This is an optimization exercise on Yosys and OpenROAD, whose aim is small area and a short achievable clock period, not a production implementation.
The RTL was checked by simulation tests, not by an equivalence proof against the original design.
No activity file was given, so power comes from the tool's default toggle rates.

<file path="design/flow/config.mk">
export PLATFORM = sky130hd
export DESIGN_NAME = cpu_top
export DESIGN_NICKNAME = cpu_top
export VERILOG_FILES = /design/flow/design.v
export SDC_FILE = /design/flow/constraint.sdc
export NUM_CORES = 4
export LEC_CHECK = 0
export CAP_MARGIN = 20
export CORE_MARGIN = 2
export CORE_UTILIZATION = 40
export CTS_BUF_LIST = sky130_fd_sc_hd__clkbuf_8
export PLACE_DENSITY = 0.5
export SETUP_SLACK_MARGIN = 4.7
export SLEW_MARGIN = 20
</file>
<file path="design/flow/constraint.sdc">
create_clock -name core_clock -period 8.5 [get_ports {clk}]
set_input_delay 1.7000 -clock core_clock [delete_from_list [all_inputs] [get_ports {clk}]]
set_output_delay 1.7000 -clock core_clock [all_outputs]
set_load 0.01 [all_outputs]
</file>
<file path="design/flow/design.v">
module cpu_top(
    input wire clk,
    input wire rst_n,
    input wire [31:0] rData,
    input wire [31:0] inst,
    output wire [31:0] pc,
    output wire [31:0] display,
    output wire [31:0] addr,
    output wire [31:0] wData,
    output wire wen,
    output wire [31:0] rdata_19
);
assign display = inst;
assign pc = pc_r;
reg         rst_n_reg;
reg  [31:0] pc_r;
reg  [31:0] inst_ID;
reg         valid_ID;
reg         first_ID;
reg  [31:0] rD1_EX;       
reg  [31:0] opB_EX;       
reg  [20:0] imm_EX;       
reg  [4:0]  wR_EX;
reg         A_reg, A_c, A_slot, A_wb;
reg         B_imm, B_reg, B_c, B_slot, B_wb;
reg         S_reg, S_c, S_slot, S_wb;
reg         H_imm, H_reg, H_c, H_slot, H_wb;
reg         op_sub, op_and, op_or, op_xor, op_sll, op_srl, op_sra;
reg         RF_we_EX, Dram_we_EX, link_EX, load_EX;
reg         br_EX, jmp_EX, brlt_EX, brinv_EX;
reg  [3:0]  eqg_EX, ltg_EX;
wire breq_EX = &eqg_EX;
wire brlt_v  = ltg_EX[3] | eqg_EX[3] & (ltg_EX[2] | eqg_EX[2] & (ltg_EX[1] | eqg_EX[1] & ltg_EX[0]));
wire npc_op_EX = jmp_EX | br_EX & ((brlt_EX ? brlt_v : breq_EX) ^ brinv_EX);
reg  [31:0] c_MEM;
reg  [31:0] slot_MEM;
reg  [4:0]  wR_MEM;
reg         RF_we_MEM, Dram_we_MEM, link_MEM, load_MEM;
reg  [31:0] RF_wd_WB;
reg  [4:0]  wR_WB;
reg         RF_we_WB;
wire [31:0] a = ({32{A_reg}}  & rD1_EX)
              | ({32{A_c}}    & c_MEM)
              | ({32{A_slot}} & slot_MEM)
              | ({32{A_wb}}   & RF_wd_WB);
wire [31:0] b = ({32{B_imm}}  & {{11{imm_EX[20]}}, imm_EX})
              | ({32{B_reg}}  & opB_EX)
              | ({32{B_c}}    & c_MEM)
              | ({32{B_slot}} & slot_MEM)
              | ({32{B_wb}}   & RF_wd_WB);
wire [31:0] rd2eff = ({32{S_reg}}  & opB_EX)
                   | ({32{S_c}}    & c_MEM)
                   | ({32{S_slot}} & slot_MEM)
                   | ({32{S_wb}}   & RF_wd_WB);
wire [32:0] sum_x = {a, 1'b1} + {b ^ {32{op_sub}}, op_sub};
wire [31:0] sum = sum_x[32:1];
wire [4:0]  shamt = ({5{H_imm}}  & imm_EX[4:0])
                  | ({5{H_reg}}  & opB_EX[4:0])
                  | ({5{H_c}}    & c_MEM[4:0])
                  | ({5{H_slot}} & slot_MEM[4:0])
                  | ({5{H_wb}}   & RF_wd_WB[4:0]);
wire [31:0] a_rev;
genvar gi;
generate for (gi = 0; gi < 32; gi = gi + 1) begin : g_rev
    assign a_rev[gi] = a[31-gi];
end endgenerate
wire [31:0] sh_in = op_sll ? a_rev : a;
wire        sh_fill = op_sra & a[31];
wire [31:0] sh_out = $signed({sh_fill, sh_in}) >>> shamt;
wire [31:0] sh_rev;
generate for (gi = 0; gi < 32; gi = gi + 1) begin : g_rev2
    assign sh_rev[gi] = sh_out[31-gi];
end endgenerate
wire op_addsub = ~(op_and | op_or | op_xor | op_sll | op_srl | op_sra);
wire [31:0] c_other = ({32{op_and}} & (a & b))
                    | ({32{op_or}}  & (a | b))
                    | ({32{op_xor}} & (a ^ b))
                    | ({32{op_sll}} & sh_rev)
                    | ({32{op_srl | op_sra}} & sh_out);
wire [31:0] c_EX = op_addsub ? sum : c_other;
wire [31:0] regData_wb = link_MEM ? slot_MEM : (load_MEM ? rData : c_MEM);
assign addr  = c_MEM;
assign wData = slot_MEM;
assign wen   = Dram_we_MEM;
reg  [31:0] R [1:31];      
reg  [31:0] R19;
reg  [31:1] rvalid;
wire [4:0]  rs1 = inst_ID[19:15];
wire [4:0]  rs2 = inst_ID[24:20];
wire [31:1] s1, s2;
generate for (gi = 1; gi < 32; gi = gi + 1) begin : g_sel
    if (gi == 19) begin : g_s19
        assign s1[gi] = (rs1 == gi);
        assign s2[gi] = (rs2 == gi);
    end else begin : g_sn
        assign s1[gi] = (rs1 == gi) & rvalid[gi];
        assign s2[gi] = (rs2 == gi) & rvalid[gi];
    end
end endgenerate
wire [31:0] rf_rd1, rf_rd2;
genvar gb;
generate for (gb = 0; gb < 32; gb = gb + 1) begin : g_rd
    wire [31:1] d;
    for (gi = 1; gi < 32; gi = gi + 1) begin : g_d
        if (gi == 19) begin : g_d19
            assign d[gi] = R19[gb];
        end else begin : g_dn
            assign d[gi] = R[gi][gb];
        end
    end
    rf_bit u_rd1(.sel(s1), .d(d), .o(rf_rd1[gb]));
    rf_bit u_rd2(.sel(s2), .d(d), .o(rf_rd2[gb]));
end endgenerate
always @(posedge clk or negedge rst_n)
    if (!rst_n) R19 <= 32'b0;
    else if (RF_we_WB && wR_WB == 5'd19) R19 <= RF_wd_WB;
generate for (gi = 1; gi < 32; gi = gi + 1) begin : g_rf
    if (gi != 19) begin : g_rn
        always @(posedge clk)
            if (RF_we_WB && wR_WB == gi) R[gi] <= RF_wd_WB;
        always @(posedge clk or negedge rst_n)
            if (!rst_n) rvalid[gi] <= 1'b0;
            else if (RF_we_WB && wR_WB == gi) rvalid[gi] <= 1'b1;
    end
end endgenerate
assign rdata_19 = R19;
wire [6:0] opc = inst_ID[6:0];
wire [2:0] f3  = inst_ID[14:12];
wire       b30 = inst_ID[30];
wire isR    = valid_ID & (opc == 7'b0110011) &
              ((f3 == 3'b000) | (f3 == 3'b101) |
               (~b30 & ((f3 == 3'b001) | (f3 == 3'b100) | (f3 == 3'b110) | (f3 == 3'b111))));
wire isI    = valid_ID & (opc == 7'b0010011) &
              ((f3 == 3'b000) | (f3 == 3'b100) | (f3 == 3'b110) | (f3 == 3'b111) |
               (f3 == 3'b101) | ((f3 == 3'b001) & ~b30));
wire isLW   = valid_ID & (opc == 7'b0000011) & (f3 == 3'b010);
wire isJALR = valid_ID & (opc == 7'b1100111) & (f3 == 3'b000);
wire isSW   = valid_ID & (opc == 7'b0100011) & (f3 == 3'b010);
wire isBR   = valid_ID & (opc == 7'b1100011) & ((f3 == 3'b000) | (f3 == 3'b001) | (f3 == 3'b100) | (f3 == 3'b101));
wire isLUI  = valid_ID & (opc == 7'b0110111);
wire isJAL  = valid_ID & (opc == 7'b1101111);
wire isDEF  = valid_ID & ~(isR | isI | isLW | isJALR | isSW | isBR | isLUI | isJAL);
wire rf_we  = isR | isI | isLW | isJALR | isLUI | isJAL;
wire use1   = isR | isI | isLW | isJALR | isSW | isBR;
wire use2   = isR | isSW | isBR;
wire asel   = isR | isI | isLW | isJALR | isSW | isDEF;
wire selImm = isI | isLW | isJALR | isSW | isBR | isJAL;
wire [3:0] eqg_ID, ltg_ID;
generate for (gi = 0; gi < 4; gi = gi + 1) begin : g_cmp
    assign eqg_ID[gi] = rf_rd1[8*gi+7:8*gi] == rf_rd2[8*gi+7:8*gi];
    if (gi == 3) begin : g_s
        assign ltg_ID[gi] = $signed(rf_rd1[31:24]) < $signed(rf_rd2[31:24]);
    end else begin : g_u
        assign ltg_ID[gi] = rf_rd1[8*gi+7:8*gi] < rf_rd2[8*gi+7:8*gi];
    end
end endgenerate
wire hE1 = RF_we_EX  & (wR_EX  == rs1) & (wR_EX  != 5'd0) & use1;
wire hM1 = RF_we_MEM & (wR_MEM == rs1) & (wR_MEM != 5'd0) & use1;
wire hW1 = RF_we_WB  & (wR_WB  == rs1) & (wR_WB  != 5'd0) & use1;
wire hE2 = RF_we_EX  & (wR_EX  == rs2) & (wR_EX  != 5'd0) & use2;
wire hM2 = RF_we_MEM & (wR_MEM == rs2) & (wR_MEM != 5'd0) & use2;
wire hW2 = RF_we_WB  & (wR_WB  == rs2) & (wR_WB  != 5'd0) & use2;
wire aluEX = ~link_EX & ~load_EX;
wire stall = (hE1 | hE2) & aluEX;
wire flushX = npc_op_EX | stall;
wire f1_slot = hE1 & link_EX;
wire f1_c    = hE1 & ~link_EX & (load_EX | hM1 | hW1);
wire f1_wbd  = ~hE1 & hM1;
wire f1_wbr  = ~hE1 & ~hM1 & hW1;           
wire f1_reg  = ~(f1_slot | f1_c | f1_wbd);
wire f2_slot = hE2 & link_EX;
wire f2_c    = hE2 & ~link_EX & (load_EX | hM2 | hW2);
wire f2_wbd  = ~hE2 & hM2;
wire f2_wbr  = ~hE2 & ~hM2 & hW2;
wire f2_reg  = ~(f2_slot | f2_c | f2_wbd);
wire [31:0] pc_ID   = first_ID ? 32'd0 : {pc_r[31:2] - 30'd1, pc_r[1:0]};
wire [31:0] link_ID = first_ID ? 32'd4 : pc_r;
wire [31:0] rd1_ID = f1_wbr ? RF_wd_WB : rf_rd1;
wire [31:0] rd2_ID = f2_wbr ? RF_wd_WB : rf_rd2;
wire [20:0] imm_I = {{9{inst_ID[31]}}, inst_ID[31:20]};
wire [20:0] imm_S = {{9{inst_ID[31]}}, inst_ID[31:25], inst_ID[11:7]};
wire [20:0] imm_B = {{9{inst_ID[31]}}, inst_ID[7], inst_ID[30:25], inst_ID[11:8], 1'b0};
wire [20:0] imm_J = {inst_ID[31], inst_ID[19:12], inst_ID[20], inst_ID[30:21], 1'b0};
wire [20:0] imm_ID = isSW ? imm_S : isBR ? imm_B : isJAL ? imm_J : imm_I;
wire a_on  = valid_ID & ~(isLUI & ~flushX);
wire a_fw  = asel;
wire b_on  = valid_ID & ~(isDEF & ~flushX);
wire aluI  = (isR | isI) & ~flushX;
wire d_sub = aluI & isR & (f3 == 3'b000) & b30;
wire d_and = aluI & (f3 == 3'b111);
wire d_or  = aluI & (f3 == 3'b110);
wire d_xor = aluI & (f3 == 3'b100);
wire d_sll = aluI & (f3 == 3'b001);
wire d_srl = aluI & (f3 == 3'b101) & ~b30;
wire d_sra = aluI & (f3 == 3'b101) & b30;
wire d_shift = d_sll | d_srl | d_sra;
always @(posedge clk) rst_n_reg <= rst_n;
always @(posedge clk or negedge rst_n)
    if (!rst_n)          pc_r <= 32'b0;
    else if (!rst_n_reg) pc_r <= 32'b0;
    else if (!stall)     pc_r <= npc_op_EX ? c_EX : pc_r + 32'd4;
always @(posedge clk)
    if (!stall) begin
        inst_ID  <= inst;
        first_ID <= ~rst_n_reg;
    end
always @(posedge clk or negedge rst_n)
    if (!rst_n)          valid_ID <= 1'b0;
    else if (npc_op_EX)  valid_ID <= 1'b0;
    else if (!stall)     valid_ID <= 1'b1;
always @(posedge clk) begin
    rD1_EX <= a_fw ? rd1_ID : pc_ID;
    opB_EX <= isLUI ? {inst_ID[31:12], 12'b0} : ((isJAL | isJALR) ? link_ID : rd2_ID);
    imm_EX <= imm_ID;
    eqg_EX <= eqg_ID;
    ltg_EX <= ltg_ID;
    brlt_EX  <= f3[2];
    brinv_EX <= f3[0];
    wR_EX  <= inst_ID[11:7];
end
always @(posedge clk or negedge rst_n)
    if (!rst_n) begin
        A_reg <= 1'b0; A_c <= 1'b0; A_slot <= 1'b0; A_wb <= 1'b0;
        B_reg <= 1'b0; B_c <= 1'b0; B_slot <= 1'b0; B_wb <= 1'b0;
        B_imm <= 1'b0;
        S_reg <= 1'b0; S_c <= 1'b0; S_slot <= 1'b0; S_wb <= 1'b0;
        H_imm <= 1'b0; H_reg <= 1'b0; H_c <= 1'b0; H_slot <= 1'b0; H_wb <= 1'b0;
        op_sub <= 1'b0; op_and <= 1'b0; op_or <= 1'b0; op_xor <= 1'b0;
        op_sll <= 1'b0; op_srl <= 1'b0; op_sra <= 1'b0;
        RF_we_EX <= 1'b0; Dram_we_EX <= 1'b0; link_EX <= 1'b0; load_EX <= 1'b0;
        br_EX <= 1'b0; jmp_EX <= 1'b0;
    end else begin
        A_reg  <= a_on & (~a_fw | f1_reg);
        A_c    <= a_on &   a_fw & f1_c;
        A_slot <= a_on &   a_fw & f1_slot;
        A_wb   <= a_on &   a_fw & f1_wbd;
        B_imm  <= selImm;
        B_reg  <= b_on & ~selImm & f2_reg;
        B_c    <= b_on & ~selImm & f2_c;
        B_slot <= b_on & ~selImm & f2_slot;
        B_wb   <= b_on & ~selImm & f2_wbd;
        H_imm  <= d_shift & selImm;
        H_reg  <= d_shift & ~selImm & f2_reg;
        H_c    <= d_shift & ~selImm & f2_c;
        H_slot <= d_shift & ~selImm & f2_slot;
        H_wb   <= d_shift & ~selImm & f2_wbd;
        S_reg  <= b_on & f2_reg;
        S_c    <= b_on & f2_c;
        S_slot <= b_on & f2_slot;
        S_wb   <= b_on & f2_wbd;
        op_sub <= d_sub; op_and <= d_and; op_or <= d_or; op_xor <= d_xor;
        op_sll <= d_sll; op_srl <= d_srl; op_sra <= d_sra;
        RF_we_EX   <= rf_we & ~flushX;
        Dram_we_EX <= isSW  & ~flushX;
        link_EX    <= isJAL | isJALR;
        load_EX    <= isLW;
        br_EX      <= isBR;
        jmp_EX     <= isJAL | isJALR;
    end
always @(posedge clk or negedge rst_n)
    if (!rst_n) begin
        c_MEM <= 32'b0;
        RF_we_MEM <= 1'b0; Dram_we_MEM <= 1'b0;
    end else begin
        c_MEM <= c_EX;
        RF_we_MEM <= RF_we_EX; Dram_we_MEM <= Dram_we_EX;
    end
always @(posedge clk) begin
    slot_MEM <= rd2eff;
    wR_MEM   <= wR_EX;
    link_MEM <= link_EX;
    load_MEM <= load_EX;
end
always @(posedge clk or negedge rst_n)
    if (!rst_n) RF_we_WB <= 1'b0;
    else        RF_we_WB <= RF_we_MEM;
always @(posedge clk) begin
    RF_wd_WB <= regData_wb;
    wR_WB    <= wR_MEM;
end
endmodule
module rf_bit(
    input  wire [31:1] sel,
    input  wire [31:1] d,
    output wire        o
);
assign o = |(sel & d);
endmodule
</file>
<file path="design/flow/run.sh">
#!/bin/bash
# synth_recipe.tcl (not shown) runs the flow's synth.tcl, then flattens the netlist and writes it again
# the make line also repeats each setting of config.mk as NAME=value (left out here)
make -C /OpenROAD-flow-scripts/flow DESIGN_CONFIG=/design/flow/config.mk WORK_HOME=/design/flow/orfs CLKGATE_MAP_FILE= SYNTH_SCRIPT=/design/flow/synth_recipe.tcl finish
</file>
==> run notes, run 1 <==
Most used DFF post-synth edfxtp_1; vias in the first global route around 56000; synthesized instance count roughly 5400; Fill cells between 10000 and 15000; nets just over 6000; mean area per synthesized cell between 10 and 15 um^2; number of max-cap violations 0; DR pass1 iterations 12; hold_ws roughly 0.35 ns; overall routing resource usage 0.451; die area approximately 0.16 mm^2; largest net degree at the start of global routing 73; Biggest register R; PnR worst setup slack around 4.3 ns; #FFs+latches synth 1330; DR WL/cell 47.2 um; critical path cell sequence buf_12, a222oi_1, nand2_1, xor2_1, ha_1, and3_1, and3_2, a211oi_4, o21a_4, o311a_4, nor2_2, or4_1, a31o_1, a21o_1, a21oi_2; die width 405 um; type of origin of the critical path flop; post-route ant nets 0; Die Span Y between 400 and 500 um; number of synthesized flops with an enable pin roughly 1000; clk_skew between 0.09 and 0.1 ns; RSZ-0062 raised after global routing yes; Post-Syn Area 0.0644 mm^2; layout cells sized above 1 0.227; Max-Slew Margin vs Limit 0.166; Tot Pwr between 10 and 15 mW; clock root buffer clkbuf_8; CTS tree done; status timing/DRC/antenna clean; GR Overflow Total 0; HPWL after DPL between 200 and 250 mm; CTS H-tree depth 4; first-pass GRT wire length approximately 500 mm; worst slack, placed about 3.4 ns; initial antenna violation count 28; power density cells approximately 180 mW/mm^2; CTS Buffer Depth 3; drt via density ~7.4; clock sink count roughly 1300; Worst R2R Setup Slack between 4 and 5 ns; Placed Instance Area between 0.06 and 0.07 mm^2; Max stage delay cell, worst path or4_1; TritonCTS buffer count 223; Clock Latency Late Sink ~1.0 ns; clock slew at reported path FFs 0.06 ns; CP Capture Type flop; library cells used by synthesis 97; crit path max fanout 32; Slew Viols, Final 0; Peak VDD IR approximately 0.00019 V; cts hold-fix bufs 0; design area 0.0786 mm^2; Final Hold Fails 0; P&R area growth vs syn 22.2%; drt drc 0; Synthesis Warnings 2; post-route clock period utilization 0.492; HP Class reg -> reg; leakage power just under 30 nW; row count roughly 150; final setup TNS 0 ns; Async SR Flop Fraction 0.120; Final GP Congestion between 1 and 1.5; I/O pins 227; flip-flop count of the largest register after layout 960; DRT iter0 DRCs ~13000; port bufs around 230; DR vias ~61000; Tmin final about 4.2 ns; required time worst endpoint roughly 9.4 ns; Slew @ Worst Pin between 1 and 1.5 ns; CP Class reg -> reg; Seq/Total Area, Yosys 0.581; Max Fclk between 200 and 250 MHz; Starting Density 0.402; crit path DAT just over 5 ns; Core Box Area roughly 0.16 mm^2; Largest stage delay, worst path around 0.50 ns; DRT Wirelength between 300 and 400 mm; final setup fails 0
metal layers:
layer / up-vias / share of wire / global-route usage
met5: - / 0.00075 / 0
met4: 26 / 0.071 / 0.236
met3: 1641 / 0.16 / 0.197
met2: 6320 / 0.39 / 0.615
met1: 30400 / 0.37 / 0.599
li1: 22700 / - / -
critical path: cells and delay by family, from the launching register on:
| family | cells | cell delay (ns) |
|---|---|---|
| xor gates and xnor gates | 1 | 0.17 |
| AOI/OAI and AO/OA | 7 | 1.77 |
| adders and majority gates | 1 | 0.35 |
| and+or+nand+nor | 5 | 1.19 |
| buffers and inverters | 1 | 0.18 |
| DFF | 1 | 0.40 |
logic make-up (layout without fill, tap and decap cells):
| family | after synthesis | count (layout) | synth area share |
|---|---|---|---|
| AOI/OAI and AO/OA | 1835 | 1835 | 0.216 |
| xor gates and xnor gates | 119 | 119 | 0.0162 |
| adders and majority gates | 129 | 129 | 0.0251 |
| buffers and inverters | 588 | 1201 | 0.0372 |
| DFF | 1330 | 1330 | 0.581 |
| muxes | 126 | 126 | 0.0225 |
| other | 1 | 18 | 0.0000583 |
| and+or+nand+nor | 1293 | 1295 | 0.103 |
metrics by stage:
stage,cells,utilization
2_1_floorplan,5421,-
3_5_place_dp,7512,0.432
5_1_grt,8201,0.491
3_3_place_gp,7510,0.432
6_report,8213,0.491
4_1_cts,8100,0.478
layout make-up:
| cell class | instances | area (um^2) | area share |
|---|---|---|---|
| Antenna cell | 17 | 42.5 | 0.000541 |
| Clock buffer | 254 | 3500 | 0.0445 |
| Clock inverter | 168 | 1180 | 0.0151 |
| Inverter | 93 | 353 | 0.00449 |
| Multi-Input combinational cell | 3505 | 26600 | 0.338 |
| Sequential cell | 1330 | 37500 | 0.477 |
| Tap cell | 2160 | 2700 | 0.0344 |
| Timing Repair Buffer | 686 | 6770 | 0.0861 |
report_power, final:
part / leakage, nW / switching (mW) / internal, mW
sequential: 12.6 / 0.105 / 7.06
clock: 2.68 / 2.91 / 3.20
combinational: 13.7 / 0.552 / 0.273
placed cells by master, fill, tap and decap left out, types with 102 or more instances in the layout:
master           instances
nand3_1                288
a221oi_1               198
nor2_1                 129
a22oi_1                667
inv_1                  172
buf_4                  340
o21ai_0                123
nand2_1                308
clkbuf_8               256
o211ai_1               103
dfxtp_1                146
clkdlybuf4s50_1        128
a21oi_1                102
a22o_1                 210
edfxtp_1               993
ha_1                   110
worst paths after layout:
| path | from | to | cells past startpoint |
|---|---|---|---|
| worst max-delay path | B_wb | pc_r[31] | 15 |
| worst min-delay path | Dram_we_EX | Dram_we_MEM | 0 |
| worst max register to register | B_wb | pc_r[31] | 15 |
| worst min register to register | Dram_we_EX | Dram_we_MEM | 0 |
| max in group asynchronous | rst_n | pc_r[8] | 2 |
| min in group asynchronous | rst_n | c_MEM[9] | 1 |
timing repair:
item                       CTS  global route
gates cloned                 4            11
setup endpoints to repair  246           104
setup buffers              162            85
pin swaps                   70            84
resized for setup          637           258
Yosys cell counts, drive strengths merged, types with 27 or more instances:
cell type / n / share of area
a22o: 210 / 0.029
clkbuf: 377 / 0.022
and3: 83 / 0.0081
or4: 38 / 0.0045
ha: 129 / 0.025
dfrtp: 160 / 0.062
nor3: 59 / 0.0048
nand3b: 31 / 0.0036
or3: 33 / 0.0034
buf: 118 / 0.0097
xor2: 58 / 0.0079
a21oi: 118 / 0.0093
a21o: 36 / 0.0042
nand4: 86 / 0.0087
o22ai: 27 / 0.0026
inv: 93 / 0.0054
a22oi: 676 / 0.079
nand2: 329 / 0.019
nor2: 173 / 0.010
a222oi: 85 / 0.013
and2: 27 / 0.0026
a221oi: 221 / 0.030
mux2i: 76 / 0.012
dfxtp: 177 / 0.055
mux2: 39 / 0.0068
o21ai: 170 / 0.013
nor4: 28 / 0.0027
edfxtp: 993 / 0.46
a31oi: 49 / 0.0048
o211ai: 103 / 0.012
xnor2: 61 / 0.0083
nand3: 298 / 0.023
or2: 39 / 0.0038
==> run 2, diff against run 1 <==
--- a/design/flow/design.v
+++ b/design/flow/design.v
@@ -19,17 +19,20 @@
 reg         first_ID;
 reg  [31:0] rD1_EX;       
-reg  [31:0] opB_EX;       
-reg  [20:0] imm_EX;       
+reg  [31:0] bq_EX;        
+reg  [31:0] sd_EX;        
 reg  [4:0]  wR_EX;
 reg         A_reg, A_c, A_slot, A_wb;
-reg         B_imm, B_reg, B_c, B_slot, B_wb;
+reg         B_q, B_c, B_cn, B_slot, B_slotn, B_wb, B_wbn;
 reg         S_reg, S_c, S_slot, S_wb;
-reg         H_imm, H_reg, H_c, H_slot, H_wb;
+reg         H_q, H_c, H_slot, H_wb;
 reg         op_sub, op_and, op_or, op_xor, op_sll, op_srl, op_sra;
 reg         RF_we_EX, Dram_we_EX, link_EX, load_EX;
 reg         br_EX, jmp_EX, brlt_EX, brinv_EX;
-reg  [3:0]  eqg_EX, ltg_EX;
+reg  [7:0]  eqg_EX, ltg_EX;
 wire breq_EX = &eqg_EX;
-wire brlt_v  = ltg_EX[3] | eqg_EX[3] & (ltg_EX[2] | eqg_EX[2] & (ltg_EX[1] | eqg_EX[1] & ltg_EX[0]));
+wire [3:0] eqh = {eqg_EX[7] & eqg_EX[6], eqg_EX[5] & eqg_EX[4], eqg_EX[3] & eqg_EX[2], eqg_EX[1] & eqg_EX[0]};
+wire [3:0] lth = {ltg_EX[7] | eqg_EX[7] & ltg_EX[6], ltg_EX[5] | eqg_EX[5] & ltg_EX[4],
+                  ltg_EX[3] | eqg_EX[3] & ltg_EX[2], ltg_EX[1] | eqg_EX[1] & ltg_EX[0]};
+wire brlt_v  = lth[3] | eqh[3] & (lth[2] | eqh[2] & (lth[1] | eqh[1] & lth[0]));
 wire npc_op_EX = jmp_EX | br_EX & ((brlt_EX ? brlt_v : breq_EX) ^ brinv_EX);
 reg  [31:0] c_MEM;
@@ -44,17 +47,35 @@
               | ({32{A_slot}} & slot_MEM)
               | ({32{A_wb}}   & RF_wd_WB);
-wire [31:0] b = ({32{B_imm}}  & {{11{imm_EX[20]}}, imm_EX})
-              | ({32{B_reg}}  & opB_EX)
-              | ({32{B_c}}    & c_MEM)
-              | ({32{B_slot}} & slot_MEM)
-              | ({32{B_wb}}   & RF_wd_WB);
-wire [31:0] rd2eff = ({32{S_reg}}  & opB_EX)
+wire [31:0] b = ({32{B_q}}     & bq_EX)
+              | ({32{B_c}}     & c_MEM)
+              | ({32{B_cn}}    & ~c_MEM)
+              | ({32{B_slot}}  & slot_MEM)
+              | ({32{B_slotn}} & ~slot_MEM)
+              | ({32{B_wb}}    & RF_wd_WB)
+              | ({32{B_wbn}}   & ~RF_wd_WB);
+wire [31:0] rd2eff = ({32{S_reg}}  & sd_EX)
                    | ({32{S_c}}    & c_MEM)
                    | ({32{S_slot}} & slot_MEM)
                    | ({32{S_wb}}   & RF_wd_WB);
-wire [32:0] sum_x = {a, 1'b1} + {b ^ {32{op_sub}}, op_sub};
-wire [31:0] sum = sum_x[32:1];
-wire [4:0]  shamt = ({5{H_imm}}  & imm_EX[4:0])
-                  | ({5{H_reg}}  & opB_EX[4:0])
+wire [31:0] ad_p = a ^ b;
+wire [31:0] ad_g = a & b;
+wire [32:0] ad_G [0:5];
+wire [32:0] ad_P [0:5];
+assign ad_G[0] = {ad_g, op_sub};
+assign ad_P[0] = {ad_p, 1'b0};
+genvar gl;
+generate for (gl = 0; gl < 5; gl = gl + 1) begin : g_pfx
+    for (gi = 0; gi < 33; gi = gi + 1) begin : g_bit
+        if ((gi >> gl) & 1) begin : g_node
+            assign ad_G[gl+1][gi] = ad_G[gl][gi] | (ad_P[gl][gi] & ad_G[gl][((gi >> gl) << gl) - 1]);
+            assign ad_P[gl+1][gi] = ad_P[gl][gi] & ad_P[gl][((gi >> gl) << gl) - 1];
+        end else begin : g_pass
+            assign ad_G[gl+1][gi] = ad_G[gl][gi];
+            assign ad_P[gl+1][gi] = ad_P[gl][gi];
+        end
+    end
+end endgenerate
+wire [31:0] sum = ad_p ^ ad_G[5][31:0];
+wire [4:0]  shamt = ({5{H_q}}    & bq_EX[4:0])
                   | ({5{H_c}}    & c_MEM[4:0])
                   | ({5{H_slot}} & slot_MEM[4:0])
@@ -146,11 +167,11 @@
 wire asel   = isR | isI | isLW | isJALR | isSW | isDEF;
 wire selImm = isI | isLW | isJALR | isSW | isBR | isJAL;
-wire [3:0] eqg_ID, ltg_ID;
-generate for (gi = 0; gi < 4; gi = gi + 1) begin : g_cmp
-    assign eqg_ID[gi] = rf_rd1[8*gi+7:8*gi] == rf_rd2[8*gi+7:8*gi];
-    if (gi == 3) begin : g_s
-        assign ltg_ID[gi] = $signed(rf_rd1[31:24]) < $signed(rf_rd2[31:24]);
+wire [7:0] eqg_ID, ltg_ID;
+generate for (gi = 0; gi < 8; gi = gi + 1) begin : g_cmp
+    assign eqg_ID[gi] = rf_rd1[4*gi+3:4*gi] == rf_rd2[4*gi+3:4*gi];
+    if (gi == 7) begin : g_s
+        assign ltg_ID[gi] = $signed(rf_rd1[31:28]) < $signed(rf_rd2[31:28]);
     end else begin : g_u
-        assign ltg_ID[gi] = rf_rd1[8*gi+7:8*gi] < rf_rd2[8*gi+7:8*gi];
+        assign ltg_ID[gi] = rf_rd1[4*gi+3:4*gi] < rf_rd2[4*gi+3:4*gi];
     end
 end endgenerate
@@ -199,5 +220,5 @@
     if (!rst_n)          pc_r <= 32'b0;
     else if (!rst_n_reg) pc_r <= 32'b0;
-    else if (!stall)     pc_r <= npc_op_EX ? c_EX : pc_r + 32'd4;
+    else if (!stall)     pc_r <= npc_op_EX ? sum : pc_r + 32'd4;    
 always @(posedge clk)
     if (!stall) begin
@@ -211,6 +232,8 @@
 always @(posedge clk) begin
     rD1_EX <= a_fw ? rd1_ID : pc_ID;
-    opB_EX <= isLUI ? {inst_ID[31:12], 12'b0} : ((isJAL | isJALR) ? link_ID : rd2_ID);
-    imm_EX <= imm_ID;
+    bq_EX  <= selImm ? {{11{imm_ID[20]}}, imm_ID} :
+              isLUI  ? {inst_ID[31:12], 12'b0} :
+              d_sub  ? ~rd2_ID : rd2_ID;
+    sd_EX  <= (isJAL | isJALR) ? link_ID : rd2_ID;
     eqg_EX <= eqg_ID;
     ltg_EX <= ltg_ID;
@@ -222,8 +245,8 @@
     if (!rst_n) begin
         A_reg <= 1'b0; A_c <= 1'b0; A_slot <= 1'b0; A_wb <= 1'b0;
-        B_reg <= 1'b0; B_c <= 1'b0; B_slot <= 1'b0; B_wb <= 1'b0;
-        B_imm <= 1'b0;
+        B_q <= 1'b0; B_c <= 1'b0; B_cn <= 1'b0; B_slot <= 1'b0; B_slotn <= 1'b0;
+        B_wb <= 1'b0; B_wbn <= 1'b0;
         S_reg <= 1'b0; S_c <= 1'b0; S_slot <= 1'b0; S_wb <= 1'b0;
-        H_imm <= 1'b0; H_reg <= 1'b0; H_c <= 1'b0; H_slot <= 1'b0; H_wb <= 1'b0;
+        H_q <= 1'b0; H_c <= 1'b0; H_slot <= 1'b0; H_wb <= 1'b0;
         op_sub <= 1'b0; op_and <= 1'b0; op_or <= 1'b0; op_xor <= 1'b0;
         op_sll <= 1'b0; op_srl <= 1'b0; op_sra <= 1'b0;
@@ -235,11 +258,12 @@
         A_slot <= a_on &   a_fw & f1_slot;
         A_wb   <= a_on &   a_fw & f1_wbd;
-        B_imm  <= selImm;
-        B_reg  <= b_on & ~selImm & f2_reg;
-        B_c    <= b_on & ~selImm & f2_c;
-        B_slot <= b_on & ~selImm & f2_slot;
-        B_wb   <= b_on & ~selImm & f2_wbd;
-        H_imm  <= d_shift & selImm;
-        H_reg  <= d_shift & ~selImm & f2_reg;
+        B_q     <= selImm | (b_on & f2_reg);
+        B_c     <= b_on & ~selImm & f2_c    & ~d_sub;
+        B_cn    <= b_on & ~selImm & f2_c    &  d_sub;
+        B_slot  <= b_on & ~selImm & f2_slot & ~d_sub;
+        B_slotn <= b_on & ~selImm & f2_slot &  d_sub;
+        B_wb    <= b_on & ~selImm & f2_wbd  & ~d_sub;
+        B_wbn   <= b_on & ~selImm & f2_wbd  &  d_sub;
+        H_q     <= d_shift & (selImm | f2_reg);
         H_c    <= d_shift & ~selImm & f2_c;
         H_slot <= d_shift & ~selImm & f2_slot;
@@ -285,4 +309,23 @@
     output wire        o
 );
-assign o = |(sel & d);
+wire [10:0] g;
+genvar i;
+generate for (i = 0; i < 10; i = i + 1) begin : g_grp
+    rf_aoi3 u_aoi(.s(sel[3*i+3:3*i+1]), .d(d[3*i+3:3*i+1]), .o(g[i]));
+end endgenerate
+assign g[10] = ~(sel[31] & d[31]);
+rf_nand11 u_nand(.x(g), .o(o));
+endmodule
+module rf_aoi3(
+    input  wire [2:0] s,
+    input  wire [2:0] d,
+    output wire       o
+);
+assign o = ~|(s & d);
+endmodule
+module rf_nand11(
+    input  wire [10:0] x,
+    output wire        o
+);
+assign o = ~&x;
 endmodule
--- a/design/flow/config.mk
+++ b/design/flow/config.mk
@@ -9,6 +9,9 @@
 export CORE_MARGIN = 2
 export CORE_UTILIZATION = 40
-export CTS_BUF_LIST = sky130_fd_sc_hd__clkbuf_8
+export CTS_CLUSTER_DIAMETER = 90
+export CTS_CLUSTER_SIZE = 25
 export PLACE_DENSITY = 0.5
 export SETUP_SLACK_MARGIN = 4.7
 export SLEW_MARGIN = 20
+export SYNTH_HIERARCHICAL = 1
+export SYNTH_MINIMUM_KEEP_SIZE = 0
==> run 2 against run 1 <==
Cell count is 11% lower. Critical path type unchanged. Core utilization down 2.1 points. Sequential power is 4.0% higher. Largest power group unchanged. Highest routed layer unchanged. Via count down 14%.
==> run notes, run 2 <==
PnR worst setup slack between 4 and 5 ns; design area approximately 0.073 mm^2; first-pass GRT wire length between 400 and 500 mm; P&R area growth vs syn 16.4%; status timing/DRC/antenna clean; flip-flop count of the largest register after layout 960; Post-Syn Area approximately 0.063 mm^2; initial antenna violation count 41; cts hold-fix bufs 0; Util after Layout 0.470; delay-heaviest family, CP simple AND/OR/NAND/NOR gates; critical path cell sequence buf_6, and3_1, and3_1, buf_6, a222oi_1, nand4_1, or3_4, inv_2, ha_4, nor2b_1, o21ai_1, nand2b_1, a21oi_1; Worst Path Buf+Inv 3; CTS Buffer Depth 3; hold_ws about 0.37 ns; Final Hold Fails 0; Seq/Total Area, Yosys 0.599; clock sink count roughly 1400; CP Class reg -> reg; largest net degree at the start of global routing 72; cell taking the most area after synthesis edfxtp_1; Synthesis Warnings 8; GR Overflow Total 0; post-route ant nets 0; CP Capture Type flop; Final GP Congestion ~1.0; Biggest register R; Placed Instance Area slightly below 0.07 mm^2; Fill cells roughly 14000; DR WL/cell between 40 and 50 um; HPWL after DPL slightly above 200 mm; #FFs+latches synth between 1000 and 1500; DR pass1 iterations 11; Async SR Flop Fraction 0.119; type of origin of the critical path flop; drt drc 0; leakage power 25.2 nW; Area contributors post-synth edfxtp_1, a222oi_1, dfrtp_1, dfxtp_1, mux2i_1; CTS tree done; Slew @ Worst Pin ~1.2 ns; drt via density 7.13; Peak VDD IR between 0.00015 and 0.0002 V; clock root buffer clkbuf_16; placed insts 7085; crit path DAT between 4 and 5 ns; Max Fclk about 260 MHz; synthesized instance count 4866; RSZ-0062 raised after global routing yes; layout cells sized above 1 0.165; clock slew at reported path FFs between 0.1 and 0.15 ns; row count between 100 and 150; die width about 400 um; number of max-cap violations 0; top-area cell type share of the netlist area 0.473; final setup fails 0; Max-Slew Margin vs Limit 0.222; Core Box Area 0.156 mm^2; number of synthesized flops with an enable pin slightly below 1000; commonest non-fill, non-tap cells in the layout edfxtp_1, a222oi_1, nand2_1; overall routing resource usage 0.371; Tmin final 3.92 ns; power density cells roughly 180 mW/mm^2; final setup TNS 0 ns; most instantiated library cell after synthesis edfxtp_1; commonest cells in the netlist edfxtp_1, a222oi_1, nand2_1; port bufs about 230; Die Span Y approximately 400 um; Max stage delay cell, worst path or3_4; Largest stage delay, worst path around 0.67 ns; CTS H-tree depth 3; TritonCTS buffer count 74; die area 0.161 mm^2; worst slack, placed 3.77 ns; HP Class reg -> reg; DRT Wirelength 311 mm; I/O pins between 200 and 250; Clock Latency Late Sink about 0.74 ns; post-route clock period utilization 0.461; register area 0.0378 mm^2; library cells used by synthesis 95; nets between 5000 and 6000; clk_skew 0.0639 ns; DRT iter0 DRCs 11400; required time worst endpoint roughly 9.2 ns; Tot Pwr 13.1 mW; Non-Filler Instances between 7000 and 8000; multi-input logic area ~0.025 mm^2; Slew Viols, Final 0; mean area per synthesized cell between 10 and 15 um^2; Most used DFF post-synth edfxtp_1; DR vias approximately 52000; crit path max fanout 32; vias in the first global route about 48000; Starting Density 0.403; most common cell after layout, fill and taps aside edfxtp_1
[run 2: Yosys stat by module, one instance, submodules excluded]
module	cells inside	flops+latches	times used	cell area [um^2]
rf_aoi3	1	0	640	10.0
rf_bit	1	0	64	3.75
rf_nand11	4	0	64	23.8
cpu_top	3906	1350	1	54900
[run 2: final timing paths]
kind	start	end	slack (ns)	cells after the start
min in group asynchronous	rst_n	R19[22]	0.95	1
setup / recovery	inst_ID[24]	ltg_EX[1]	4.58	13
max in group asynchronous	rst_n	pc_r[28]	5.88	2
hold reg to reg	Dram_we_EX	Dram_we_MEM	0.37	0
hold / removal	Dram_we_EX	Dram_we_MEM	0.37	0
setup reg to reg	inst_ID[24]	ltg_EX[1]	4.58	13
[run 2: per-layer routing]
metal,GRT usage,up-vias,routed length [um]
met4,0.140,22,15200
met2,0.529,4007,128000
met5,0,-,176
met3,0.104,553,42600
met1,0.536,26600,125000
li1,-,21100,-
[run 2: logic make-up after synthesis]
logic type,Yosys count,share of synthesized area
AO/OA/AOI/OAI,1329,0.174
flip-flops,1350,0.599
adder cells (fa/ha/maj),103,0.0210
multiplexers,326,0.0602
other,1,0.0000594
XOR/XNOR,113,0.0157
buffers and inverters,400,0.0284
AND/OR/NAND/NOR,1244,0.102
[run 2: report_power, final]
| group | internal, mW | total, mW | switching, mW |
|---|---|---|---|
| Sequential | 7.29 | 7.46 | 0.176 |
| Combinational | 0.423 | 1.37 | 0.947 |
| Clock | 1.86 | 4.28 | 2.41 |
| Total | 9.57 | 13.1 | 3.54 |
[run 2: what timing repair did]
action,CTS,global route
gates resized for setup,384,178
gates cloned,6,5
buffers inserted,52,44
pin swaps,60,89
endpoints found under the setup margin,218,112
[run 2: final cells by class]
type,count,area share
tap,2058,0.0351
inverter,155,0.00792
antenna,11,0.000375
clock inverter,27,0.00515
clock buffer,109,0.0285
timing repair buffer,508,0.0659
sequential,1350,0.515
multi-input combinational,3121,0.342
==> run 3, diff against run 2 <==
==> design/flow/flow/run.sh (new file) <==
#!/bin/bash
set -uo pipefail
export BUFFER_PORTS_ARGS="-buffer_cell sky130_fd_sc_hd__buf_1"
export CTS_ARGS="-sink_clustering_enable -repair_clock_nets -sink_clustering_size 25 -sink_clustering_max_diameter 90 -dont_use_dummy_load"
bash standard.sh > standard.log 2>&1
status=$?
echo "standard.sh exited with $status"
exit $status
==> design/flow/standard.sh (new file) <==
#!/bin/bash
# synth_recipe.tcl (not shown) runs the flow's synth.tcl, then flattens the netlist and writes it again
# the make line also repeats each setting of config.mk as NAME=value (left out here)
make -C /OpenROAD-flow-scripts/flow DESIGN_CONFIG=/design/flow/config.mk WORK_HOME=/design/flow/orfs CLKGATE_MAP_FILE= SYNTH_SCRIPT=/design/flow/synth_recipe.tcl "${@:-finish}"
removed: design/flow/run.sh
==> run 3 against run 2 <==
Still clean on timing, DRC and antenna. Global-route usage fell by 1.1 points. Power fell by 4.8%. Maximum frequency rose by 0.36%. Combinational power fell by 6%.
==> run notes, run 3 <==
CTS Buffer Depth 3; Switch Pwr roughly 3.3 mW; Highest Signal Layer met5; commonest cells in the netlist edfxtp_1, a222oi_1, nand2_1; Met1 Routed Length 123 mm; HP Class reg -> reg; RSZ-0062 raised after global routing yes; Async SR Flop Fraction 0.119; mean area per synthesized cell about 13 um^2; P&R area growth vs syn 12.5%; Post-Syn Area about 0.063 mm^2; required time worst endpoint between 9 and 10 ns; library cells used by synthesis 95; Slew @ Worst Pin ~1.2 ns; Int Pwr just over 9 mW; final setup TNS 0 ns; clk_skew roughly 0.13 ns; power density cells around 180 mW/mm^2; Starting Density 0.403; DR WL/cell approximately 42 um; Comb power frac 0.104; CTS tree done; HPWL after DPL between 150 and 200 mm; GR Overflow Total 0; Final GP Congestion 1.02; clock group share of total power 0.300; top-area cell type share of the netlist area 0.473; Die Span Y roughly 400 um; Most used DFF post-synth edfxtp_1; xor-xnor portion of the synthesized cell area 0.0157; final setup fails 0; post-synthesis mux area share 0.0602; commonest non-fill, non-tap cells in the layout edfxtp_1, a222oi_1, nand2_1; overall routing resource usage 0.361; clock sink count 1350; most instantiated library cell after synthesis edfxtp_1; most common cell after layout, fill and taps aside edfxtp_1; port bufs 226; Max-Slew Margin vs Limit 0.181; Tmin final between 3 and 4 ns; crit path max fanout 32; leakage power 24.2 nW; #FFs+latches synth between 1000 and 1500; Seq/Total Area, Yosys 0.599; CP Capture Type flop; cts hold-fix bufs 0; cell taking the most area after synthesis edfxtp_1; Clock Latency Late Sink ~0.74 ns; Non-Filler Instances between 7000 and 8000; vias in the first global route between 40000 and 50000; drt drc 0; met3 wire len approximately 42 mm; I/O pins roughly 230; DRT Wirelength 304 mm; Util after Layout 0.454; TritonCTS buffer count 74; post-route clock period utilization 0.459; drt via density roughly 7.2; initial antenna violation count 41; Area contributors post-synth edfxtp_1, a222oi_1, dfrtp_1, dfxtp_1, mux2i_1; die width around 400 um; clock root buffer clkbuf_16; DR pass1 iterations 13; switching part of the total 0.263; row count between 100 and 150; Synthesis Warnings 8; type of origin of the critical path flop; post-route ant nets 0; DR vias 52100; clock slew at reported path FFs 0.10 ns; Biggest register R; Compound-Gate Fraction of Synth Area 0.174; placed insts between 7000 and 8000; first-pass GRT wire length between 400 and 500 mm; Max Fclk ~260 MHz; number of max-cap violations 0; Reg power frac 0.596; Final Hold Fails 0; number of synthesized flops with an enable pin 993; Tot Pwr 12.5 mW; DRT iter0 DRCs between 10000 and 15000; Peak VDD IR between 0.0001 and 0.00015 V; Core Box Area between 0.15 and 0.2 mm^2; flip-flop count of the largest register after layout 960; Slew Viols, Final 0; crit path DAT 4.52 ns; Synth Area in Simple Gates 0.102; Adder-Cell Fraction of Synth Area 0.0210; largest family of logic cells by synthesized area compound AO/OA/AOI/OAI gates; layout cells sized above 1 0.143; synthesized instance count 4866; CTS H-tree depth 3; CP Class reg -> reg; nets between 5000 and 6000; die area approximately 0.16 mm^2; DR WL met2 about 130 mm; largest net degree at the start of global routing 106; status timing/DRC/antenna clean
[run 3: changes by cell type in the layout (fill, tap and decap cells not counted), sizes merged]
cell           previous run  this run
and3                     82        81
buf                     306       477
bufbuf                    2         0
bufinv                    2         0
clkbuf                  116        78
clkdlybuf4s15            13         0
clkdlybuf4s50           161         0
clkinv                   12         2
diode                    11         5
dlygate4sd2              19         0
inv                     166       152
[run 3: critical path: stages (launching register included)]
cell and delay (ns):
edfxtp_1 0.52, buf_4 0.19, nor2_1 0.50, and3_2 0.30, buf_4 0.55, a222oi_1 0.20, nand4_1 0.52, or3_4 0.32
inv_1 0.07, ha_1 0.20, nor2b_1 0.11, o21ai_0 0.09, nand2b_1 0.08, a21oi_1 0.06
[run 3: per-layer routing]
metal,vias up,GRT usage
li1,20900,-
met1,26700,0.525
met2,3937,0.512
met3,526,0.100
met4,32,0.125
met5,-,0
[run 3: final cells by class]
cell class / count / area (um^2)
clock buffer: 74 / 1850
timing repair inverter: 1 / 5.00
fill: 14300 / 85400
inverter: 155 / 586
sequential: 1350 / 37800
multi-input combinational: 3120 / 25000
antenna: 5 / 12.5
tap: 2058 / 2570
timing repair buffer: 481 / 3150
[run 3: kinds of logic after synthesis]
kind of cell             Yosys count
flip-flops                      1350
multiplexers                     326
other                              1
adder cells (fa/ha/maj)          103
XOR/XNOR                         113
AO/OA/AOI/OAI                   1329
AND/OR/NAND/NOR                 1244
buffers and inverters            400
[run 3: path summary, 6_finish.rpt]
kind	start	endpoint	slack [ns]	cells past startpoint
setup / recovery	inst_ID[16]	ltg_EX[0]	4.60	13
hold / removal	Dram_we_EX	Dram_we_MEM	0.36	0
min in group asynchronous	rst_n	R19[21]	0.99	1
max in group asynchronous	rst_n	B_slotn	5.56	3
hold reg to reg	Dram_we_EX	Dram_we_MEM	0.36	0
setup reg to reg	inst_ID[16]	ltg_EX[0]	4.60	13
[run 3: power groups by stage]
stage / combinational, mW / clock, mW / sequential, mW
floorplan: 0.453 / 0 / 7.61
global placement: 1.12 / 0 / 7.59
detailed placement: 1.12 / 0 / 7.59
CTS: 1.20 / 3.77 / 7.43
global route: 1.33 / 3.98 / 7.44
finish: 1.29 / 3.74 / 7.44
[run 3: modules after synthesis (local to each module, per instance)]
module     times used  cells inside  cell area, um^2  flip-flops and latches
cpu_top             1          3906            54900                    1350
rf_bit             64             1             3.75                       0
rf_aoi3           640             1             10.0                       0
rf_nand11          64             4             23.8                       0
[run 3: metrics by stage]
| stage | area (um^2) | hold slack, ns | worst slack (ns) |
|---|---|---|---|
| after floorplan | 63100 | 0.331 | 4.88 |
| after global placement | 66900 | 0.337 | 3.62 |
| after detailed placement | 66900 | 0.338 | 3.67 |
| after CTS | 69800 | 0.358 | 4.68 |
| after global routing | 70900 | 0.360 | 4.55 |
| final | 71000 | 0.357 | 4.60 |
[run 3: what timing repair did]
action                                  CTS  global route
pin swaps                                34            70
endpoints found under the setup margin  164           107
buffers inserted                         49            36
resized for setup                       142           176
gates cloned                              2             4
==> run 4, diff against run 3 <==
--- a/design/flow/design.v
+++ b/design/flow/design.v
@@ -119,5 +119,7 @@
     end
 end endgenerate
-wire [31:0] rf_rd1, rf_rd2;
+wire [31:0] rf_rd1_n, rf_rd2_n;       
+wire [31:0] rf_rd1 = ~rf_rd1_n;
+wire [31:0] rf_rd2 = ~rf_rd2_n;
 genvar gb;
 generate for (gb = 0; gb < 32; gb = gb + 1) begin : g_rd
@@ -130,6 +132,6 @@
         end
     end
-    rf_bit u_rd1(.sel(s1), .d(d), .o(rf_rd1[gb]));
-    rf_bit u_rd2(.sel(s2), .d(d), .o(rf_rd2[gb]));
+    rf_bit u_rd1(.sel(s1), .d(d), .o_n(rf_rd1_n[gb]));
+    rf_bit u_rd2(.sel(s2), .d(d), .o_n(rf_rd2_n[gb]));
 end endgenerate
 always @(posedge clk or negedge rst_n)
@@ -307,5 +309,5 @@
     input  wire [31:1] sel,
     input  wire [31:1] d,
-    output wire        o
+    output wire        o_n
 );
 wire [10:0] g;
@@ -315,5 +317,5 @@
 end endgenerate
 assign g[10] = ~(sel[31] & d[31]);
-rf_nand11 u_nand(.x(g), .o(o));
+rf_and11 u_and(.x(g), .o(o_n));
 endmodule
 module rf_aoi3(
@@ -324,8 +326,8 @@
 assign o = ~|(s & d);
 endmodule
-module rf_nand11(
+module rf_and11(
     input  wire [10:0] x,
     output wire        o
 );
-assign o = ~&x;
+assign o = &x;
 endmodule
==> run 4 against run 3 <==
Critical path depth increased by 1. Register-to-register slack improved by 0.07 ns. Highest routed layer unchanged. Cell count about the same. Combinational power decreased by 26%. Largest cell class unchanged. Sequential power decreased by 0.5%. Cell area decreased by 1.3%. Still clean. Clock power decreased by 2%. Global-route usage decreased by 0.87 points. Setup slack improved by 0.065 ns. Synthesized cell count increased by 1.0%.
==> run notes, run 4 <==
Non-Filler Instances ~7300; P&R area growth vs syn 11.1%; Top cell by count, worst path buf_4; Adder-Cell Fraction of Synth Area 0.0210; final setup fails 0; PnR worst setup slack between 4 and 5 ns; top-area cell type share of the netlist area 0.473; RSZ-0062 raised after global routing yes; drt via density 7.15; post-route clock period utilization 0.451; HP Class reg -> reg; cts hold-fix bufs 0; Final GP Congestion 0.967; #FFs+latches synth approximately 1400; HPWL after DPL about 190 mm; cell taking the most area after synthesis edfxtp_1; Biggest register R; leakage power around 24 nW; critical path cell sequence buf_6, nor2b_1, and2_1, and3_4, buf_4, a222oi_1, nand4_1, nor3_4, buf_4, buf_12, ha_1, o21ai_0, nand2b_1, a21oi_1; Final Hold Fails 0; status timing/DRC/antenna clean; clock slew at reported path FFs roughly 0.1 ns; Max-Slew Margin vs Limit 0.249; DR vias 51900; design area roughly 0.07 mm^2; Post-Syn Area 0.0631 mm^2; CTS Buffer Depth 3; die width approximately 400 um; commonest cells in the netlist edfxtp_1, a222oi_1, nand2_1; synthesized instance count 4916; Core Box Area 0.156 mm^2; flip-flop count of the largest register after layout 960; library cells used by synthesis between 80 and 90; crit path DAT 4.50 ns; DR WL/cell roughly 41 um; largest family of logic cells by synthesized area compound AO/OA/AOI/OAI gates; Max stage delay cell, worst path nand4_1; DR pass1 iterations 14; Clock Latency Late Sink around 0.74 ns; Compound-Gate Fraction of Synth Area 0.182; CP Capture Type flop; port bufs around 230; clock sink count ~1400; power density cells about 170 mW/mm^2; Peak VDD IR between 0.00015 and 0.0002 V; hold_ws about 0.35 ns; initial antenna violation count 10; worst slack, placed roughly 3.8 ns; Slew Viols, Final 0; nets approximately 5400; Most used DFF post-synth edfxtp_1; clk_skew ~0.12 ns; crit path max fanout 12; post-route ant nets 0; Async SR Flop Fraction 0.119; Max Fclk 261 MHz; Synth Area in Simple Gates 0.108; CTS tree done; row count between 100 and 150; Largest stage delay, worst path about 0.71 ns; final setup TNS 0 ns; Starting Density 0.403; TritonCTS buffer count just over 70; clock root buffer clkbuf_16; DRT Wirelength between 200 and 300 mm; most common cell after layout, fill and taps aside edfxtp_1; Tot Pwr between 10 and 15 mW; die area about 0.16 mm^2; Tmin final between 3 and 4 ns; mean area per synthesized cell around 13 um^2; number of max-cap violations 0; required time worst endpoint 9.16 ns; Seq/Total Area, Yosys 0.599; type of origin of the critical path flop; placed insts about 7000; Slew @ Worst Pin between 1 and 1.5 ns; most instantiated library cell after synthesis edfxtp_1; first-pass GRT wire length ~400 mm; CTS H-tree depth 3; GR Overflow Total 0; CP Class reg -> reg; drt drc 0; overall routing resource usage 0.352; vias in the first global route between 40000 and 50000; Die Span Y between 400 and 500 um; Placed Instance Area roughly 0.067 mm^2; I/O pins ~230; post-synthesis mux area share 0.0472; layout cells sized above 1 0.130; xor-xnor portion of the synthesized cell area 0.0157; Synthesis Warnings 8; Area contributors post-synth edfxtp_1, a222oi_1, dfrtp_1, dfxtp_1, mux2i_1; DRT iter0 DRCs between 10000 and 15000; largest net degree at the start of global routing roughly 120; Util after Layout 0.448; number of synthesized flops with an enable pin around 990; commonest non-fill, non-tap cells in the layout edfxtp_1, a222oi_1, nand2_1
==> run 4: cell count changes after synthesis, moves of 18 or more <==
cell | before | now
nand2_1 | 307 | 388
o21ai_0 | 161 | 240
mux2i_1 | 230 | 158
nor3_2 | 1 | 64
nor2_1 | 218 | 159
or3_1 | 75 | 23
o21ai_1 | 11 | 55
inv_1 | 153 | 118
xnor2_1 | 52 | 82
xor2_1 | 61 | 31
a222oi_1 | 670 | 641
a21oi_1 | 153 | 130
clkbuf_1 | 153 | 174
o22ai_1 | 17 | 35
==> run 4: repair_timing <==
item,in CTS,in global routing
pin swaps,38,58
resized for setup,104,125
buffers inserted,22,19
gates cloned,2,0
setup endpoints to repair,139,127
==> run 4: path summary, 6_finish.rpt <==
kind                             start           to  slack, ns  cells past startpoint
setup / recovery           inst_ID[22]    ltg_EX[0]       4.66                     14
hold / removal              Dram_we_EX  Dram_we_MEM       0.35                      0
setup reg to reg           inst_ID[22]    ltg_EX[0]       4.66                     14
hold reg to reg             Dram_we_EX  Dram_we_MEM       0.35                      0
max in group asynchronous        rst_n      R19[23]       5.82                      3
min in group asynchronous        rst_n     c_MEM[7]       1.05                      2
==> run 4: worst max-delay path, delay by kind of cell (launching register included) <==
| family | cells | cell delay [ns] |
|---|---|---|
| simple gates | 6 | 1.74 |
| flops | 1 | 0.39 |
| fa+ha+maj | 1 | 0.22 |
| buf+inv | 4 | 0.71 |
| compound gates | 3 | 0.69 |
==> run 4: final cells by class <==
cell class,instances,area [um^2]
Fill cell,14400,86300
Sequential cell,1350,37800
Multi-Input combinational cell,3192,24500
Timing Repair Buffer,453,2890
Tap cell,2058,2570
Clock buffer,72,1800
Inverter,123,467
Antenna cell,3,7.51
==> run 4: kinds of logic (layout without fill, tap and decap cells) <==
family          after synthesis  count (layout)
compound gates             1443            1443
xor+xnor                    113             113
fa+ha+maj                   103             103
buf+inv                     377             648
flops                      1350            1350
mux                         246             246
other cells                   1               5
simple gates               1283            1285
==> run 4: where the power goes <==
group / switching, mW / internal [mW]
sequential: 0.169 / 7.23
combinational: 0.688 / 0.271
clock: 2.15 / 1.52
==> run 4: metal layers <==
metal / up-vias / track usage / wire length [um]
met2: 4021 / 0.529 / 128000
met3: 655 / 0.0735 / 35700
met4: 4 / 0.181 / 19100
met5: - / 0 / 23
li1: 21000 / - / -
met1: 26200 / 0.480 / 111000
==> run 4: per-module statistics from Yosys (local to each module, per instance) <==
module | times used | area, um^2 | cells | flip-flops and latches
rf_and11 | 64 | 27.5 | 4 | 0
rf_bit | 64 | 3.75 | 1 | 0
rf_aoi3 | 640 | 10.0 | 1 | 0
cpu_top | 1 | 54700 | 3956 | 1350
==> run 5, diff against run 4 <==
--- a/design/flow/config.mk
+++ b/design/flow/config.mk
@@ -8,8 +8,8 @@
 export CAP_MARGIN = 20
 export CORE_MARGIN = 2
-export CORE_UTILIZATION = 40
+export CORE_UTILIZATION = 50
 export CTS_CLUSTER_DIAMETER = 90
 export CTS_CLUSTER_SIZE = 25
-export PLACE_DENSITY = 0.5
+export PLACE_DENSITY = 0.62
 export SETUP_SLACK_MARGIN = 4.7
 export SLEW_MARGIN = 20
==> run 5 against run 4 <==
Still clean. Non-clock buffer count grew 4. Register-to-register slack got worse by 0.05 ns. Clock-buffer cell count down 5. Global-route usage rose by 7.4 points. Die area decreased by 20%. Synthesized cell count unchanged. First-iteration DRC count up 20%. Combinational power is 2% higher. Critical path type unchanged. Highest routed layer unchanged.
==> run notes, run 5 <==
crit path DAT about 4.5 ns; Clock Latency Late Sink just over 0.7 ns; vias in the first global route approximately 48000; Tmin final ~3.9 ns; Seq/Total Area, Yosys 0.599; GR Overflow Total 0; most instantiated library cell after synthesis edfxtp_1; Async SR Flop Fraction 0.119; Non-Filler Instances slightly below 7000; placed insts roughly 6700; Fill cells between 10000 and 15000; drt via density a little under 8; clock root buffer clkbuf_16; overall routing resource usage 0.425; #FFs+latches synth around 1400; Max Fclk ~260 MHz; DRT iter0 DRCs 13000; Core Box Area about 0.13 mm^2; worst slack, placed approximately 3.7 ns; die area 0.129 mm^2; number of max-cap violations 0; first-pass GRT wire length approximately 390 mm; Biggest register R; CTS H-tree depth 3; drt drc 0; mean area per synthesized cell approximately 13 um^2; nets about 5400; initial antenna violation count 12; Slew @ Worst Pin approximately 1.1 ns; PnR worst setup slack roughly 4.6 ns; Util after Layout 0.553; Post-Syn Area roughly 0.063 mm^2; final setup TNS 0 ns; Max-Slew Margin vs Limit 0.253; Placed Instance Area between 0.06 and 0.07 mm^2; Final Hold Fails 0; commonest non-fill, non-tap cells in the layout edfxtp_1, a222oi_1, nand2_1; commonest cells in the netlist edfxtp_1, a222oi_1, nand2_1; post-route clock period utilization 0.457; leakage power 24.2 nW; design area 0.0693 mm^2; Final GP Congestion 1.05; Peak VDD IR between 0.00015 and 0.0002 V; Worst R2R Setup Slack 4.61 ns; required time worst endpoint just over 9 ns; largest net degree at the start of global routing 126; port bufs between 200 and 250; synthesized instance count ~5000; HP Class reg -> reg; library cells used by synthesis between 80 and 90; RSZ-0062 raised after global routing yes; CP Capture Type flop; clock sink count approximately 1400; layout cells sized above 1 0.126; cell taking the most area after synthesis edfxtp_1; clk_skew roughly 0.075 ns; HPWL after DPL 186 mm; DR WL/cell 41.6 um; CP Class reg -> reg; type of origin of the critical path flop; die width around 360 um; top-area cell type share of the netlist area 0.473; Tot Pwr around 12 mW; clock slew at reported path FFs approximately 0.10 ns; final setup fails 0; Die Span Y 359 um; hold path depth 0; Most used DFF post-synth edfxtp_1; Starting Density 0.503; Synthesis Warnings 8; flip-flop count of the largest register after layout 960; status timing/DRC/antenna clean; Worst Reg-to-Reg Cells 11; hold_ws 0.362 ns; most common cell after layout, fill and taps aside edfxtp_1; I/O pins 227; P&R area growth vs syn 9.93%; CTS tree done; DR vias 53000; DR pass1 iterations 13; number of synthesized flops with an enable pin 993; crit path max fanout 32; row count 130; Area contributors post-synth edfxtp_1, a222oi_1, dfrtp_1, dfxtp_1, mux2i_1; cts hold-fix bufs 0; CTS Buffer Depth 3; DRT Wirelength 285 mm; power density cells about 170 mW/mm^2; TritonCTS buffer count between 60 and 70; post-route ant nets 0; Slew Viols, Final 0
[run 5: cell counts after synthesis]
Identical to the previous run, type by type.
[run 5: worst max-delay path, stage by stage, from the launching register on]
cell	delay, ns
edfxtp_1	0.55
and2_1	0.34
and3_1	0.23
buf_4	0.30
a222oi_1	0.48
nand4_1	0.60
nor3_4	0.61
inv_1	0.09
ha_1	0.29
nand3_1	0.10
nor2_1	0.10
a21oi_1	0.05
[run 5: worst paths after layout]
| path | startpoint | endpoint |
|---|---|---|
| max in group asynchronous | rst_n | B_cn |
| min | Dram_we_EX | Dram_we_MEM |
| max reg2reg | inst_ID[16] | ltg_EX[7] |
| max | inst_ID[16] | ltg_EX[7] |
| min reg2reg | Dram_we_EX | Dram_we_MEM |
| min in group asynchronous | rst_n | R19[14] |
[run 5: Yosys stat by module, one instance, submodules excluded]
module / cells / times used
cpu_top: 3956 / 1
rf_and11: 4 / 64
rf_aoi3: 1 / 640
rf_bit: 1 / 64
[run 5: where the power goes]
part	leakage [nW]	internal, mW	switching, mW
combinational	10.7	0.267	0.709
sequential	12.7	7.23	0.148
clock	0.826	1.42	2.10
[run 5: kinds of logic (layout without fill, tap and decap cells)]
| group | after synthesis | in the layout | share of synthesized area |
|---|---|---|---|
| AOI/OAI and AO/OA | 1443 | 1443 | 0.182 |
| DFF | 1350 | 1350 | 0.599 |
| and+or+nand+nor | 1283 | 1284 | 0.108 |
| buffers and inverters | 377 | 647 | 0.0265 |
| muxes | 246 | 246 | 0.0472 |
| xor gates and xnor gates | 113 | 113 | 0.0157 |
| adders and majority gates | 103 | 103 | 0.0210 |
| other | 1 | 5 | 0.0000595 |
[run 5: routing by layer]
metal | vias up | wire, um | global-route usage
li1 | 21000 | - | -
met1 | 26100 | 98500 | 0.563
met2 | 5004 | 118000 | 0.610
met3 | 926 | 45700 | 0.138
met4 | 2 | 22300 | 0.253
met5 | - | 96 | 0
[run 5: final cells by class]
cell class,instances,area (um^2),area share
flip-flops and latches,1350,37800,0.545
multi-input cells,3191,24600,0.354
repair buffers,457,2770,0.0399
well taps,1650,2060,0.0298
clock buffers,67,1680,0.0242
inverters,123,467,0.00673
diodes,3,7.51,0.000108
[run 5: timing repair]
| item | 4_1_cts | 5_1_grt |
|---|---|---|
| resized for setup | 60 | 133 |
| pin swaps | 18 | 63 |
| buffers inserted | 18 | 28 |
| endpoints found under the setup margin | 166 | 130 |
| gates cloned | 1 | 2 |
==> run 6, diff against run 5 <==
--- a/design/flow/config.mk
+++ b/design/flow/config.mk
@@ -8,9 +8,9 @@
 export CAP_MARGIN = 20
 export CORE_MARGIN = 2
-export CORE_UTILIZATION = 50
+export CORE_UTILIZATION = 40
 export CTS_CLUSTER_DIAMETER = 90
 export CTS_CLUSTER_SIZE = 25
-export PLACE_DENSITY = 0.62
-export SETUP_SLACK_MARGIN = 4.7
+export PLACE_DENSITY = 0.5
+export SETUP_SLACK_MARGIN = 4.8
 export SLEW_MARGIN = 20
 export SYNTH_HIERARCHICAL = 1
==> run 6 against run 5 <==
Largest power group unchanged. Register-to-register slack better by 0.14 ns. Largest cell class unchanged. Setup slack better by 0.14 ns. Die area increased by 25%. Area after synthesis stayed put. Sequential cell count unchanged. Cell area rose by 2.7%. Clock power is 5% higher.
==> run notes, run 6 <==
status timing/DRC/antenna clean; type of origin of the critical path flop; power density cells around 170 mW/mm^2; drt drc 0; nets between 5000 and 6000; RSZ-0062 raised after global routing yes; PnR worst setup slack 4.75 ns; CP endpoint c_MEM[25]; Starting Density 0.403; HPWL after DPL approximately 190 mm; DR pass1 iterations 14; CTS H-tree depth 3; cell taking the most area after synthesis edfxtp_1; Worst Reg-to-Reg Cells 15; commonest cells in the netlist edfxtp_1, a222oi_1, nand2_1; Final GP Congestion approximately 0.97; register area around 0.038 mm^2; Clock Latency Late Sink approximately 0.74 ns; Worst R2R Setup Slack around 4.8 ns; Biggest register R; Slew Viols, Final 0; clk_skew approximately 0.11 ns; Max-Slew Margin vs Limit 0.300; final setup fails 0; top-area cell type share of the netlist area 0.473; leakage power 24.7 nW; crit path DAT 4.25 ns; Peak VDD IR approximately 0.00016 V; Top cell by count, worst path o21ai_4; GR Overflow Total 0; clock sink count 1350; Tmin final between 3 and 4 ns; DR vias around 52000; TritonCTS buffer count 72; final setup TNS 0 ns; Max Fclk around 270 MHz; mean area per synthesized cell approximately 13 um^2; crit path max fanout 7; required time worst endpoint ~9 ns; Most used DFF post-synth edfxtp_1; vias in the first global route roughly 48000; Largest stage delay, worst path approximately 0.43 ns; number of max-cap violations 0; I/O pins 227; die area approximately 0.16 mm^2; library cells used by synthesis 89; Core Box Area approximately 0.16 mm^2; port bufs around 230; Final Hold Fails 0; clock root buffer clkbuf_16; flip-flop count of the largest register after layout 960; CTS tree done; Seq/Total Area, Yosys 0.599; Placed Instance Area roughly 0.067 mm^2; FF-to-FF Start B_cn; die width between 400 and 500 um; Max stage delay cell, worst path dfrtp_2; Area contributors post-synth edfxtp_1, a222oi_1, dfrtp_1, dfxtp_1, mux2i_1; total number of cells along the worst setup path 15; HP Class reg -> reg; Worst Path Buf+Inv 2; crit path from B_cn; number of synthesized flops with an enable pin roughly 990; CP Class reg -> reg; first-pass GRT wire length between 300 and 400 mm; post-route ant nets 0; Synthesis Warnings 8; clock slew at reported path FFs about 0.09 ns; Fill cells roughly 14000; largest net degree at the start of global routing between 100 and 150; overall routing resource usage 0.352; synthesized instance count 4916; delay-heaviest family, CP compound AO/OA/AOI/OAI gates; post-route clock period utilization 0.441; design area a little over 0.07 mm^2; CP Capture Type flop; Post-Syn Area 0.0631 mm^2; DR WL/cell a little over 40 um; CTS Buffer Depth 3; #FFs+latches synth 1350; worst slack, placed 3.78 ns; row count 145; most instantiated library cell after synthesis edfxtp_1; worst r2r dst c_MEM[25]; layout cells sized above 1 0.151; commonest non-fill, non-tap cells in the layout edfxtp_1, a222oi_1, nand2_1; P&R area growth vs syn 12.9%; drt via density about 7.2; DRT iter0 DRCs ~11000; most common cell after layout, fill and taps aside edfxtp_1; Die Span Y ~400 um; initial antenna violation count 14; multi-input logic area 0.0248 mm^2; Async SR Flop Fraction 0.119; Slew @ Worst Pin ~1.0 ns; critical path cell sequence buf_12, nor2b_4, a221oi_2, nand3_2, fa_2, a211o_1, a221oi_4, a211oi_4, buf_6, o21ai_4, o21ai_4, a21o_1, a21oi_2, xor2_2, a32oi_1; DRT Wirelength 299 mm
run 6: cell counts after synthesis:
No cell type changed its count.
run 6: cell families (layout without fill, tap and decap cells):
family	count (synthesis)	after routing	share of synthesized area
multiplexers	246	246	0.0472
adder cells (fa/ha/maj)	103	103	0.0210
AO/OA/AOI/OAI	1443	1443	0.182
buffers and inverters	377	698	0.0265
flip-flops	1350	1350	0.599
other	1	7	0.0000595
XOR/XNOR	113	113	0.0157
AND/OR/NAND/NOR	1283	1286	0.108
run 6: worst min path at each step:
stage	end	slack (ns)	cells after the start	from
2_1_floorplan	Dram_we_MEM	0.33	0	Dram_we_EX
5_1_grt	Dram_we_MEM	0.36	0	Dram_we_EX
4_1_cts	Dram_we_MEM	0.36	0	Dram_we_EX
3_3_place_gp	Dram_we_MEM	0.34	0	Dram_we_EX
6_report	Dram_we_MEM	0.35	0	Dram_we_EX
3_5_place_dp	Dram_we_MEM	0.34	0	Dram_we_EX
run 6: final cells by class:
class,instances,share of cell area
diodes,5,0.000176
multi-input cells,3193,0.349
repair buffers,503,0.0520
inverters,123,0.00662
well taps,2058,0.0362
clock buffers,72,0.0253
flip-flops and latches,1350,0.531
run 6: layer usage:
layer / vias to the layer above / wire (um) / global-route usage
li1: 21100 / - / -
met1: 26400 / 112000 / 0.478
met2: 4137 / 131000 / 0.532
met3: 643 / 36600 / 0.0735
met4: 4 / 19000 / 0.183
met5: - / 27 / 0
run 6: timing repair:
item / in CTS / in global routing
cloned: 3 / 9
setup buffers: 27 / 55
endpoints found under the setup margin: 171 / 141
gates resized for setup: 176 / 226
pin swaps: 66 / 93
endpoints found under the hold margin: 0 / 0
hold buffers: 0 / 0
run 6: modules after synthesis, one instance, submodules excluded:
module | cells | area, um^2 | flip-flops and latches
rf_bit | 1 | 3.75 | 0
rf_and11 | 4 | 27.5 | 0
rf_aoi3 | 1 | 10.0 | 0
cpu_top | 3956 | 54700 | 1350
run 6: metrics by stage:
stage | power, mW | utilization | cells | hold slack (ns)
CTS | 12.0 | 0.446 | 7235 | 0.356
global route | 12.3 | 0.455 | 7299 | 0.363
global placement | 8.41 | 0.428 | 7133 | 0.336
detailed placement | 8.41 | 0.428 | 7133 | 0.336
floorplan | 7.89 | - | 4917 | 0.331
finish | 12.1 | 0.455 | 7304 | 0.349
run 6: where the power goes:
| part | switching, mW | internal (mW) | total [mW] |
|---|---|---|---|
| registers | 0.172 | 7.23 | 7.40 |
| clock network | 2.16 | 1.52 | 3.68 |
| logic | 0.700 | 0.292 | 0.991 |

Re-timed with assumed drivers on the ports (clkbuf_16 on the clock, buf_2 on other inputs), run 6 has 4.753 ns of setup slack against 4.753 ns with ideal ports, and 4.753 ns once port delays also move by the mid clock arrival of 0.763 ns.
